This design comes from an exercise in tuning for small area on the open sky130 flow, not from production work. Function was checked by simulation only, so behaviour that the tests miss may differ from the original. No activity file was given, so power comes from the tool's default toggle rates.

// Nco_Single_Gen
module Nco_Single_Gen(
    input wire clk,
    input wire rst_n,
    input wire ref_pps_pedge,
    input wire [15:0] init_phase,
    input wire DDS_enable,
    input wire DDS_CH_enable,
    input wire signed [7:0] DDS_scale,
    input wire [63:0] D_i,
    output wire [31:0] DDS_IQ_o
    );
    reg        en_d1;
    reg        pps_d1;
    reg        shock;
    reg [47:0] B;         
    reg [9:0]  acc_hi;    
    wire [47:0] a = shock ? 48'd0 : B;
    wire [47:0] d = DDS_enable ? D_i[47:0] : 48'd0;
    wire [47:0] sum;
    nco_add48 add (.a(a), .b(d), .s(sum));
    always @(posedge clk or negedge rst_n)
        if (!rst_n) begin
            en_d1  <= 1'b0;
            pps_d1 <= 1'b0;
            shock  <= 1'b0;
            B      <= 48'd0;
            acc_hi <= 10'd0;
        end else begin
            en_d1  <= DDS_CH_enable;
            pps_d1 <= ref_pps_pedge;
            if (DDS_CH_enable & ~en_d1)
                shock <= 1'b1;
            else if (pps_d1)
                shock <= 1'b0;
            B      <= sum;
            acc_hi <= a[47:38];
        end
    reg [9:0] ph1;
    always @(posedge clk)
        ph1 <= acc_hi + init_phase[9:0];
    wire [7:0] j1 = ph1[7:0];
    wire [7:0] x1 = j1[7] ? (8'd0 - j1) : j1;
    reg  [7:0] x8;
    reg        swap, sq, si;
    always @(posedge clk) begin
        x8   <= x1;
        swap <= ph1[8] ^ j1[7];
        sq   <= ph1[9];
        si   <= ph1[9] ^ ph1[8];
    end
    wire [14:0] s_t, c_t;
    blk_mem_gen_0 rom (.x(x8[6:0]), .sin_o(s_t), .cos_o(c_t));
    localparam [14:0] K45 = 15'd23170;
    wire [14:0] s_o = s_t | (K45 & {15{x8[7]}});
    wire [14:0] c_o = c_t & ~(~K45 & {15{x8[7]}});
    wire [14:0] mq = swap ? c_o : s_o;
    wire [14:0] mi = swap ? s_o : c_o;
    wire signed [15:0] vq = sq ? -{1'b0, mq} : {1'b0, mq};
    wire signed [15:0] vi = si ? -{1'b0, mi} : {1'b0, mi};
    wire [3:0] sh = (DDS_scale[7:4] != 4'd0) ? 4'd15 : DDS_scale[3:0];
    wire signed [15:0] oq = vq >>> sh;
    wire signed [15:0] oi = vi >>> sh;
    assign DDS_IQ_o = DDS_CH_enable ? {oq, oi} : 32'd0;
endmodule
==> flow/config.mk <==
export PLATFORM = sky130hd
export DESIGN_NAME = Nco_Single_Gen
export DESIGN_NICKNAME = Nco_Single_Gen
export VERILOG_FILES = /design/flow/design.v
export SDC_FILE = /design/flow/constraint.sdc
export NUM_CORES = 4
export LEC_CHECK = 0
export ABC_AREA = 1
export CAP_MARGIN = 10
export CORE_MARGIN = 2
export CORE_UTILIZATION = 65
export CTS_BUF_LIST = sky130_fd_sc_hd__clkbuf_8
export GPL_TIMING_DRIVEN = 0
export PLACE_DENSITY = 0.8
export SETUP_SLACK_MARGIN = 0.2
export SLEW_MARGIN = 10
export SYNTH_MEMORY_MAX_BITS = 32768
==> flow/constraint.sdc <==
create_clock -name core_clock -period 8.0 [get_ports {clk}]
set_input_delay 1.6000 -clock core_clock [delete_from_list [all_inputs] [get_ports {clk}]]
set_output_delay 1.6000 -clock core_clock [all_outputs]
set_load 0.01 [all_outputs]
standard.sh (not shown) runs the stock make flow with config.mk's settings and CLKGATE_MAP_FILE= SYNTH_SCRIPT=/design/flow/synth_recipe.tcl, a recipe that flattens the netlist after the stock synthesis.
==> flow/flow/run.sh <==
#!/bin/bash
# Standard layout, with changes to synthesis (technology mapping) and port buffers:
#  - the design is mapped with ABC script flow/area.abc (area-oriented amap)
#    instead of ORFS's abc_area.script;
#  - the carry-lookahead adder module nco_add48 (no registers) is kept apart
#    until mapping and mapped with flow/add.abc (amap without choice
#    computation), so that its lookahead structure survives; the design is
#    flattened afterwards as in the standard synthesis.
#  - Yosys's full/half-adder extraction (extract_fa with ADDER_MAP_FILE) is
#    skipped, so ABC maps all the logic.
# Port buffers are sky130_fd_sc_hd__buf_1 (buffer_ports -buffer_cell) rather than
# the tool's default choice; repair may still resize them.
# Registers, flattening, renaming and floorplan-to-finish are the standard flow.
set -euo pipefail
W=$(pwd)
sed -e 's#^source $::env(SCRIPTS_DIR)/synth_preamble.tcl#&\nset abc_args_add [lreplace $abc_args 1 1 $::env(MY_ABC_ADD)]\nset abc_args [lreplace $abc_args 1 1 $::env(MY_ABC)]#' \
    -e 's#^hierarchy -check -top $::env(DESIGN_NAME)#&\nsetattr -mod -set keep_hierarchy 1 nco_add48#' \
    -e 's#^  log_cmd abc {\*}$abc_args$#  log_cmd abc {*}$abc_args_add nco_add48\n  log_cmd abc {*}$abc_args $::env(DESIGN_NAME)#' \
    "$FLOW_HOME/scripts/synth.tcl" > "$W/orfs_synth.tcl"
test "$(grep -c 'MY_ABC\|nco_add48' "$W/orfs_synth.tcl")" -eq 4
sed "s#source \$::env(SCRIPTS_DIR)/synth.tcl#source $W/orfs_synth.tcl#" synth_recipe.tcl > "$W/my_synth.tcl"
grep -q "orfs_synth.tcl" "$W/my_synth.tcl"
sed -e "s#$W/synth_recipe.tcl#$W/my_synth.tcl#" -e 's#^make -C #make ADDER_MAP_FILE= -C #' standard.sh > "$W/my_standard.sh"
grep -q "my_synth.tcl" "$W/my_standard.sh"
grep -q "^make ADDER_MAP_FILE= -C " "$W/my_standard.sh"
export MY_ABC="$W/flow/area.abc"
export MY_ABC_ADD="$W/flow/add.abc"
export BUFFER_PORTS_ARGS="-buffer_cell sky130_fd_sc_hd__buf_1"
bash "$W/my_standard.sh" > "$W/flow_make.log" 2>&1
==> flow/flow/add.abc <==
strash
amap
topo
stime -c
==> flow/flow/area.abc <==
strash
dch -f
amap
topo
stime -c
==> next run, changes <==
Settings changed: GPL_TIMING_DRIVEN 0 to 1, SETUP_SLACK_MARGIN 0.2 to 0.1.
Result:
- sequential share of layout area is lower by 0.19 points
- clock skew goes down by 0.011 ns
- power falls by 2.1%
- die area does not change
- non-clock buffer count came out higher by 34
- worst setup slack is better by 0.094 ns
==> next run, changes <==
--- a/flow/flow/run.sh
+++ b/flow/flow/run.sh
@@ -1,3 +1,3 @@
 #!/bin/bash
-# Standard layout, with changes to synthesis (technology mapping) and port buffers:
+# Standard layout, with one change to synthesis: technology mapping.
 #  - the design is mapped with ABC script flow/area.abc (area-oriented amap)
@@ -5,7 +5,5 @@
 #  - the carry-lookahead adder module nco_add48 (no registers) is kept apart
-#    until mapping and mapped with flow/add.abc (amap without choice
-#    computation), so that its lookahead structure survives; the design is
+#    until mapping and mapped with flow/add.abc (a copy of ORFS's
+#    abc_area.script), so that its lookahead structure survives; the design is
 #    flattened afterwards as in the standard synthesis.
-#  - Yosys's full/half-adder extraction (extract_fa with ADDER_MAP_FILE) is
-#    skipped, so ABC maps all the logic.
 # Port buffers are sky130_fd_sc_hd__buf_1 (buffer_ports -buffer_cell) rather than
@@ -22,5 +20,4 @@
 grep -q "orfs_synth.tcl" "$W/my_synth.tcl"
-sed -e "s#$W/synth_recipe.tcl#$W/my_synth.tcl#" -e 's#^make -C #make ADDER_MAP_FILE= -C #' standard.sh > "$W/my_standard.sh"
+sed "s#$W/synth_recipe.tcl#$W/my_synth.tcl#" standard.sh > "$W/my_standard.sh"
 grep -q "my_synth.tcl" "$W/my_standard.sh"
-grep -q "^make ADDER_MAP_FILE= -C " "$W/my_standard.sh"
 export MY_ABC="$W/flow/area.abc"
==> flow/flow/add.abc (replaced) <==
strash
dch
map -B 0.9
topo
stime -c
buffer -c
upsize -c
dnsize -c
Settings changed: CAP_MARGIN 10 to 20, CORE_UTILIZATION 65 to 55, CTS_BUF_LIST sky130_fd_sc_hd__clkbuf_8 to unset, GPL_TIMING_DRIVEN 1 to unset, PLACE_DENSITY 0.8 to 0.7, SETUP_SLACK_MARGIN 0.1 to unset, SLEW_MARGIN 10 to 20.
Result:
- synthesized area goes up by roughly a tenth
- clock-buffer cell count increases by 1
- wire length rose by a little under a tenth
- register-to-register slack improves by 1.3 ns
- final area grows by roughly a tenth
- critical path depth went down by 5
- clock power increases by well over a third
- sequential power is higher by a few percent
- global-route usage shrinks by 6.4 points
- power grows by about a fifth
==> next run, changes <==
Settings changed: GPL_TIMING_DRIVEN set to 0.
Outcome:
- The changed run passed the timing, design-rule and antenna checks
- global-route usage fell by 1.1 points
- count of clock-buffer cells in the layout came out lower by 2
- non-clock buffer count is lower by 78
- clock skew barely changes
- total power is lower by 5.6%
- clock power came out lower by about 1%
- worst setup slack is worse by 0.20 ns
- cell area shrinks by 4.3%
- sequential power rose by 27%
==> next run, changes <==
--- a/flow/flow/run.sh
+++ b/flow/flow/run.sh
@@ -5,4 +5,4 @@
 #  - the carry-lookahead adder module nco_add48 (no registers) is kept apart
-#    until mapping and mapped with flow/add.abc (a copy of ORFS's
-#    abc_area.script), so that its lookahead structure survives; the design is
+#    until mapping and mapped with flow/add.abc (amap without choice
+#    computation), so that its lookahead structure survives; the design is
 #    flattened afterwards as in the standard synthesis.
==> flow/flow/add.abc (replaced) <==
strash
amap
topo
stime -c
Settings changed: CAP_MARGIN 20 to 10, CORE_UTILIZATION 55 to 65, PLACE_DENSITY 0.7 to 0.8, SLEW_MARGIN 20 to 10.
=> Synthesized area decreases by about 2.3%. Register-to-register slack is worse by 2.4 ns. Non-clock buffer count decreases by 2. Power increases by about 1.1%. Count of clock-buffer cells in the layout increases by 3. Global-route usage increases by 11 points. Via count increases by about 6%.

## re-timing with driven ports
In the flow no input, the clock included, has a driving cell. The finished layouts below were timed again as built, in two steps. Step 1, drivers: a clkbuf_16 drives clk and a buf_2 each remaining input, both assumed. Step 2, shift: input delay + t, output delay - t, t = (earliest + latest rising clock arrival at the registers) / 2. This alone moves slack from input paths to output paths. Slacks: ideal / step 1 / step 2; pairs: ideal / step 1.
run | t, ns | setup WS [ns] | worst hold slack (ns)
the first run | 0.387 | 0.475 / 0.441 / 0.130 | 0.374 / 0.374 / 0.374
the second run | 0.393 | 0.569 / 0.535 / 0.928 | 0.376 / 0.376 / 0.376
the third run | 0.372 | 0.667 / 0.626 / 0.998 | 0.375 / 0.375 / 0.375
the fourth run | 0.382 | 0.471 / 0.431 / 0.813 | 0.365 / 0.365 / 0.365
the fifth run | 0.381 | 0.389 / 0.351 / 0.189 | 0.367 / 0.367 / 0.367
After both steps setup and hold are still met in every run listed. The setup slack of the first run, which loses most, moves by -0.034 ns with the drivers and by -0.345 ns with both steps.
